This is an optimization exercise on Yosys and OpenROAD, whose aim is small area, not a production implementation.
The RTL was checked by simulation tests, not by an equivalence proof against the original design.
The flow treats the clock pin as an ideal source. Dropping or thinning the clock tree relies on that and would not hold on a real chip.
Power and IR drop assume default switching activity.

==> flow/design.v (excerpt) <==
module spi_top (
    input         clk,
    input         rst_n,
    input  [31:0] in_data_A,         
    output [31:0] out_data_B,        
    output [31:0] out_data_A,        
    output        done_A_to_B,       
    output        response_ready,    
    output        done_B_to_A        
);
    reg [6:0]  p;
    reg        t;
    reg [31:0] tx;
    reg [31:0] rx;
    reg [31:0] data_b;
    wire wrap = (p == 7'd69);
    always @(posedge clk or negedge rst_n) begin
        if (!rst_n) begin
            p <= 7'd69;
            t <= 1'b1;
        end else if (wrap) begin
            p <= 7'd0;
            t <= 1'b0;
        end else begin
            p <= p + {6'd0, t};
            t <= !t;
        end
    end
    wire p1      = (p >= 7'd2) && (p <= 7'd33);     
    wire mid     = (p >= 7'd34) && (p <= 7'd36);    
    wire p2      = (p >= 7'd37) && (p <= 7'd68);    
    wire ld_tx   = wrap;
    wire sh_tx   = t && (p1 || p2);
    wire fill    = p2 ? 1'b1 : tx[31];
    wire ld_b    = t && (p == 7'd33);
    wire clr_rx  = !t && (p == 7'd35);
    wire sh_rx   = !t && p2;
    wire rx_bit  = tx[31] ^ (&tx[30:0]);
    wire hold_tx = !ld_tx && !sh_tx;
    wire hold_b  = !ld_b;
    wire hold_rx = !clr_rx && !sh_rx;
    wire [31:0] tx_next, b_next, rx_next;
    genvar i;
    generate
        for (i = 0; i < 32; i = i + 1) begin : g_bit
            sel3 u_tx (.s0(ld_tx), .d0(in_data_A[i]),
                       .s1(sh_tx), .d1(i == 0 ? fill : tx[(i + 31) % 32]),
  ...
==> flow/config.mk <==
export PLATFORM = sky130hd
export DESIGN_NAME = spi_top
export DESIGN_NICKNAME = spi_top
export VERILOG_FILES = /design/flow/design.v
export SDC_FILE = /design/flow/constraint.sdc
export NUM_CORES = 4
export LEC_CHECK = 0
export CAP_MARGIN = 20
export CORE_MARGIN = 2
export CORE_UTILIZATION = 65
export CTS_BUF_LIST = sky130_fd_sc_hd__clkbuf_8
export CTS_CLUSTER_DIAMETER = 60
export CTS_CLUSTER_SIZE = 26
export SLEW_MARGIN = 20
export SYNTH_HIERARCHICAL = 1
==> flow/constraint.sdc <==
create_clock -name core_clock -period 5.0 [get_ports {clk}]
set_input_delay 1.0000 -clock core_clock [delete_from_list [all_inputs] [get_ports {clk}]]
set_output_delay 1.0000 -clock core_clock [all_outputs]
set_load 0.01 [all_outputs]
standard.sh (not shown) runs the stock make flow with config.mk's settings and CLKGATE_MAP_FILE= SYNTH_SCRIPT=/design/flow/synth_recipe.tcl, a recipe that flattens the netlist after the stock synthesis.
==> flow/flow/run.sh <==
#!/bin/bash
# The standard layout, with the smallest buffer on the ports instead of the
# resizer's default pick.
set -euo pipefail
bash standard.sh "BUFFER_PORTS_ARGS=-buffer_cell sky130_fd_sc_hd__buf_1" finish > standard.log 2>&1
Rerun with:
==> flow/flow/run.sh (replaced) <==
#!/bin/bash
# The standard layout, with:
# - the smallest buffer on the ports instead of the resizer's default pick;
# - a clock tree of clkbuf_4 leaves under a clkbuf_8 root;
# - ABC's buffers removed before placement, and cells on paths with slack
#   downsized after global routing.
set -euo pipefail
bash standard.sh \
  "BUFFER_PORTS_ARGS=-buffer_cell sky130_fd_sc_hd__buf_1" \
  "CTS_ARGS=-sink_clustering_enable -repair_clock_nets -buf_list sky130_fd_sc_hd__clkbuf_4 -root_buf sky130_fd_sc_hd__clkbuf_8" \
  "REMOVE_ABC_BUFFERS=1" \
  "RECOVER_POWER=100" \
  finish > standard.log 2>&1
--- a/flow/config.mk
+++ b/flow/config.mk
@@ -9,7 +9,4 @@
 export CORE_MARGIN = 2
 export CORE_UTILIZATION = 65
-export CTS_BUF_LIST = sky130_fd_sc_hd__clkbuf_8
-export CTS_CLUSTER_DIAMETER = 60
-export CTS_CLUSTER_SIZE = 26
 export SLEW_MARGIN = 20
 export SYNTH_HIERARCHICAL = 1
After rerunning:
- With this change the flow ran to the end with violations: max-capacitance violations, max-slew violations
- hold slack is better by 0.0030 ns
- utilization fell by 0.60 points
- power falls by 1.2%
- via count increases by 1.6%
- register-to-register slack loses 0.98 ns
- synthesized cell count does not change
- sequential power hardly moves
- worst setup slack gets worse by 0.62 ns

* * *

Another version of the RTL of spi_top (not shown whole).
For scale: roughly 310 cells after synthesis, roughly 100 flip-flops, ~100 I/O pins, ~4000 um^2 of cells after synthesis.
make LEC_CHECK=0 CAP_MARGIN=20 CORE_MARGIN=2 CORE_UTILIZATION=40 SLEW_MARGIN=20 SYNTH_HIERARCHICAL=1 finish   # period 5.0 ns
run.sh (not shown) runs the stock make flow with config.mk's settings and CLKGATE_MAP_FILE= SYNTH_SCRIPT=/design/flow/synth_recipe.tcl, a recipe that flattens the netlist after the stock synthesis.
Stock flow here: none of the scripts above is used.
==> next run, changes <==
==> flow/flow/run.sh (new file) <==
#!/bin/bash
# The standard layout, with the smallest buffer on the ports instead of the
# resizer's default pick.
set -euo pipefail
bash standard.sh "BUFFER_PORTS_ARGS=-buffer_cell sky130_fd_sc_hd__buf_1" finish > standard.log 2>&1
==> flow/standard.sh (new file) <==
#!/bin/bash
# synth_recipe.tcl (not shown) runs the flow's synth.tcl, then flattens the netlist and writes it again
# the make line also repeats each setting of config.mk as NAME=value (left out here)
make -C /OpenROAD-flow-scripts/flow DESIGN_CONFIG=/design/flow/config.mk WORK_HOME=/design/flow/orfs CLKGATE_MAP_FILE= SYNTH_SCRIPT=/design/flow/synth_recipe.tcl "${@:-finish}"
Settings changed: CORE_UTILIZATION 40 to 60, CTS_BUF_LIST from default to sky130_fd_sc_hd__clkbuf_4 sky130_fd_sc_hd__clkbuf_8, CTS_CLUSTER_SIZE from default to 10.
removed: flow/run.sh
Outcome:
- final area shrinks by roughly a tenth
- worst hold slack gets worse by 0.0036 ns
- utilization climbs by 19 points
- setup slack improved by 0.30 ns
- power rises by a few percent
- clock skew decreases by 0.0055 ns
- synthesized area does not change
- die area is lower by a quarter to a third
- via count rose slightly
- maximum frequency rose by roughly a tenth
- register-to-register slack improved by 0.10 ns

* * *

Another version of the RTL of spi_top (not shown whole).
Size in the first run: roughly 300 cells after synthesis, ~100 I/O pins, ~3800 um2 of cells after synthesis.
clock: 5.0 ns
lec_check: 0
cap_margin: 20
core_margin: 2
core_utilization: 50
slew_margin: 20
synth_hierarchical: 1
standard.sh (not shown) runs the stock make flow with config.mk's settings and CLKGATE_MAP_FILE= SYNTH_SCRIPT=/design/flow/synth_recipe.tcl, a recipe that flattens the netlist after the stock synthesis.
==> flow/flow/run.sh <==
#!/bin/bash
# The standard layout, with the smallest buffer on the ports instead of the
# resizer's default pick, and a clock tree without dummy loads.
set -euo pipefail
bash standard.sh \
  "BUFFER_PORTS_ARGS=-buffer_cell sky130_fd_sc_hd__buf_1" \
  "CTS_ARGS=-sink_clustering_enable -repair_clock_nets -dont_use_dummy_load" \
  finish > standard.log 2>&1
The starting point went through all stages and came out clean.
Then changed:
CORE_UTILIZATION = 65   (was 50)
The changed run completed with no timing, DRC or antenna violations.
Register-to-register slack gains 0.17 ns.
Clock power fell by about 1%.
Fmax rose by about 1.1%.
Non-clock buffer count fell by 3.
Via count rose by 1.8%.

* * *

Setup of middle:
Another version of the RTL of spi_top (not shown whole).
Size in the first run: roughly 100 flip-flops, roughly 3700 sq um of cells after synthesis.
// spi_top
module spi_top (
    input         clk,
    input         rst_n,
    input  [31:0] in_data_A,         
    output [31:0] out_data_B,        
    output [31:0] out_data_A,        
    output        done_A_to_B,       
    output        response_ready,    
    output        done_B_to_A        
);
Settings: LEC_CHECK=0, CAP_MARGIN=20, CORE_MARGIN=2, CORE_UTILIZATION=65, SLEW_MARGIN=20, SYNTH_HIERARCHICAL=1; clock period 5.0 ns.
==> flow/flow/run.sh <==
#!/bin/bash
# The standard layout, with:
# - the smallest buffer on the ports instead of the resizer's default pick;
# - a clock tree without dummy loads, whose leaves flow/merge_leaves.tcl then
#   merges pairwise into clkbuf_16s (CTS stops its H-tree at 15 sinks a leaf).
set -euo pipefail
bash standard.sh \
  "BUFFER_PORTS_ARGS=-buffer_cell sky130_fd_sc_hd__buf_1" \
  "CTS_ARGS=-sink_clustering_enable -repair_clock_nets -dont_use_dummy_load -root_buf sky130_fd_sc_hd__clkbuf_4" \
  "POST_CTS_TCL=$PWD/flow/merge_leaves.tcl" \
  finish > standard.log 2>&1
==> flow/flow/merge_leaves.tcl <==
# Post-CTS: halve the number of clock leaf buffers. TritonCTS stops its H-tree at
# 15 sinks per leaf; for this design two neighbouring leaves fit one clkbuf_16.
# Each leaf buffer is paired with its nearest unpaired neighbour, the pair's
# sinks moved onto one buffer, the other buffer removed, and the kept buffer
# sized up. The leaves stay on the same root, one level down, so every sink
# keeps the same number of buffers on its clock path.
proc clk_leaf_merge { } {
  set block [ord::get_db_block]
  set clknet [$block findNet clk]
  set roots {}
  foreach it [$clknet getITerms] { if {[$it isInputSignal]} { lappend roots [$it getInst] } }
  if {[llength $roots] != 1} { puts "merge: [llength $roots] roots, skipped"; return }
  set root [lindex $roots 0]
  set rootnet [[$root findITerm X] getNet]
  set leaves {}
  foreach it [$rootnet getITerms] {
    if {[$it isInputSignal]} {
      set inst [$it getInst]
      if {![string match *clkbuf* [[$inst getMaster] getName]]} { puts "merge: root drives [[$inst getMaster] getName], skipped"; return }
      lappend leaves $inst
    }
  }
  puts "merge: [llength $leaves] leaves"
  set left $leaves
  while {[llength $left] >= 2} {
    set a [lindex $left 0]
    set left [lrange $left 1 end]
    lassign [$a getLocation] ax ay
    set best -1; set bd 1e18
    for {set i 0} {$i < [llength $left]} {incr i} {
      lassign [[lindex $left $i] getLocation] bx by
      set d [expr {abs($ax-$bx) + abs($ay-$by)}]
      if {$d < $bd} { set bd $d; set best $i }
    }
    set b [lindex $left $best]
    set left [lreplace $left $best $best]
    set na [[$a findITerm X] getNet]
    set nb [[$b findITerm X] getNet]
    foreach it [$nb getITerms] {
      if {[$it isInputSignal]} { $it disconnect; $it connect $na }
    }
    # move the kept buffer to the middle of the pair
    lassign [$b getLocation] bx by
    $a setLocation [expr {($ax+$bx)/2}] [expr {($ay+$by)/2}]
    [$b findITerm A] disconnect
    odb::dbInst_destroy $b
    odb::dbNet_destroy $nb
    replace_cell [get_cells [$a getName]] sky130_fd_sc_hd__clkbuf_16
  }
}
clk_leaf_merge
detailed_placement
estimate_parasitics -placement
The inputs of north differ from those of middle as listed below.
- changing CAP_MARGIN from 20 to 10
- changing SLEW_MARGIN from 20 to 10
-- flow/flow/run.sh --
<<< middle, line 3
# - the smallest buffer on the ports instead of the resizer's default pick;
# - a clock tree without dummy loads, whose leaves flow/merge_leaves.tcl then
#   merges pairwise into clkbuf_16s (CTS stops its H-tree at 15 sinks a leaf).
set -euo pipefail
bash standard.sh \
>>> north, line 3
# - the smallest buffer on the ports instead of the resizer's default pick;
# - a clock tree without dummy loads, whose leaves flow/merge_leaves.tcl then
#   merges pairwise into four clkbuf_16s (CTS stops its H-tree at 15 sinks a
#   leaf), driven straight from the clock port.
set -euo pipefail
bash standard.sh \
-- flow/flow/merge_leaves.tcl --
<<< middle, line 49
  }
}
clk_leaf_merge
detailed_placement
estimate_parasitics -placement
>>> north, line 49
  }
}
proc clk_root_drop { } {
  set block [ord::get_db_block]
  set clknet [$block findNet clk]
  set roots {}
  foreach it [$clknet getITerms] { if {[$it isInputSignal]} { lappend roots [$it getInst] } }
  if {[llength $roots] != 1} { return }
  set root [lindex $roots 0]
  set rootnet [[$root findITerm X] getNet]
  set loads {}
  foreach it [$rootnet getITerms] { if {[$it isInputSignal]} { lappend loads $it } }
  if {[llength $loads] > 4} { puts "drop: [llength $loads] leaves, root kept"; return }
  foreach it $loads { $it disconnect; $it connect $clknet }
  [$root findITerm A] disconnect
  odb::dbInst_destroy $root
  odb::dbNet_destroy $rootnet
  puts "drop: root removed, clk drives [llength $loads] leaves"
}
clk_leaf_merge
clk_root_drop
detailed_placement
estimate_parasitics -placement
### Flow results
Compared to middle, north has final worst-path setup slack 260 ps lower. ~same area share of buffers outside the clock network in north and middle. Comparing north with middle, the number of standard cells in the layout, taps in and fillers out came out essentially unchanged.

## static timing again, ports no longer ideal
The flow's constraints put no driver on any port. The routed layouts listed below were extracted and timed again, unchanged, in two steps. Step 1: set_driving_cell puts a clkbuf_16 on clk and a buf_2 on each other input, an assumption about the parent block. Step 2 also shifts input and output timing later by t, the mid clock arrival at the registers, as if the neighbouring blocks saw the same clock. Slacks: no drivers / after step 1 / after step 2; pairs: no drivers / after step 1.
run | t, ns | setup slack, ns | worst slew at a driven data input, ns
the first run of note 1 | 0.401 | 1.950 / 1.919 / 2.311 | 0.04
the second run of note 1 | 0.391 | 1.328 / 1.328 / 1.328 | 0.05
the first run of note 2 | 0.380 | 1.846 / 1.810 / 2.117 | 0.06
the second run of note 2 | 0.389 | 2.143 / 2.113 / 2.223 | 0.06
the first run of note 3 | 0.367 | 1.928 / 1.928 / 1.928 | 0.05
the second run of note 3 | 0.370 | 1.962 / 1.931 / 2.102 | 0.04
middle | 0.438 | 2.215 / 2.194 / 2.215 | 0.04
north | 0.228 | 1.958 / 1.958 / 1.958 | 0.04
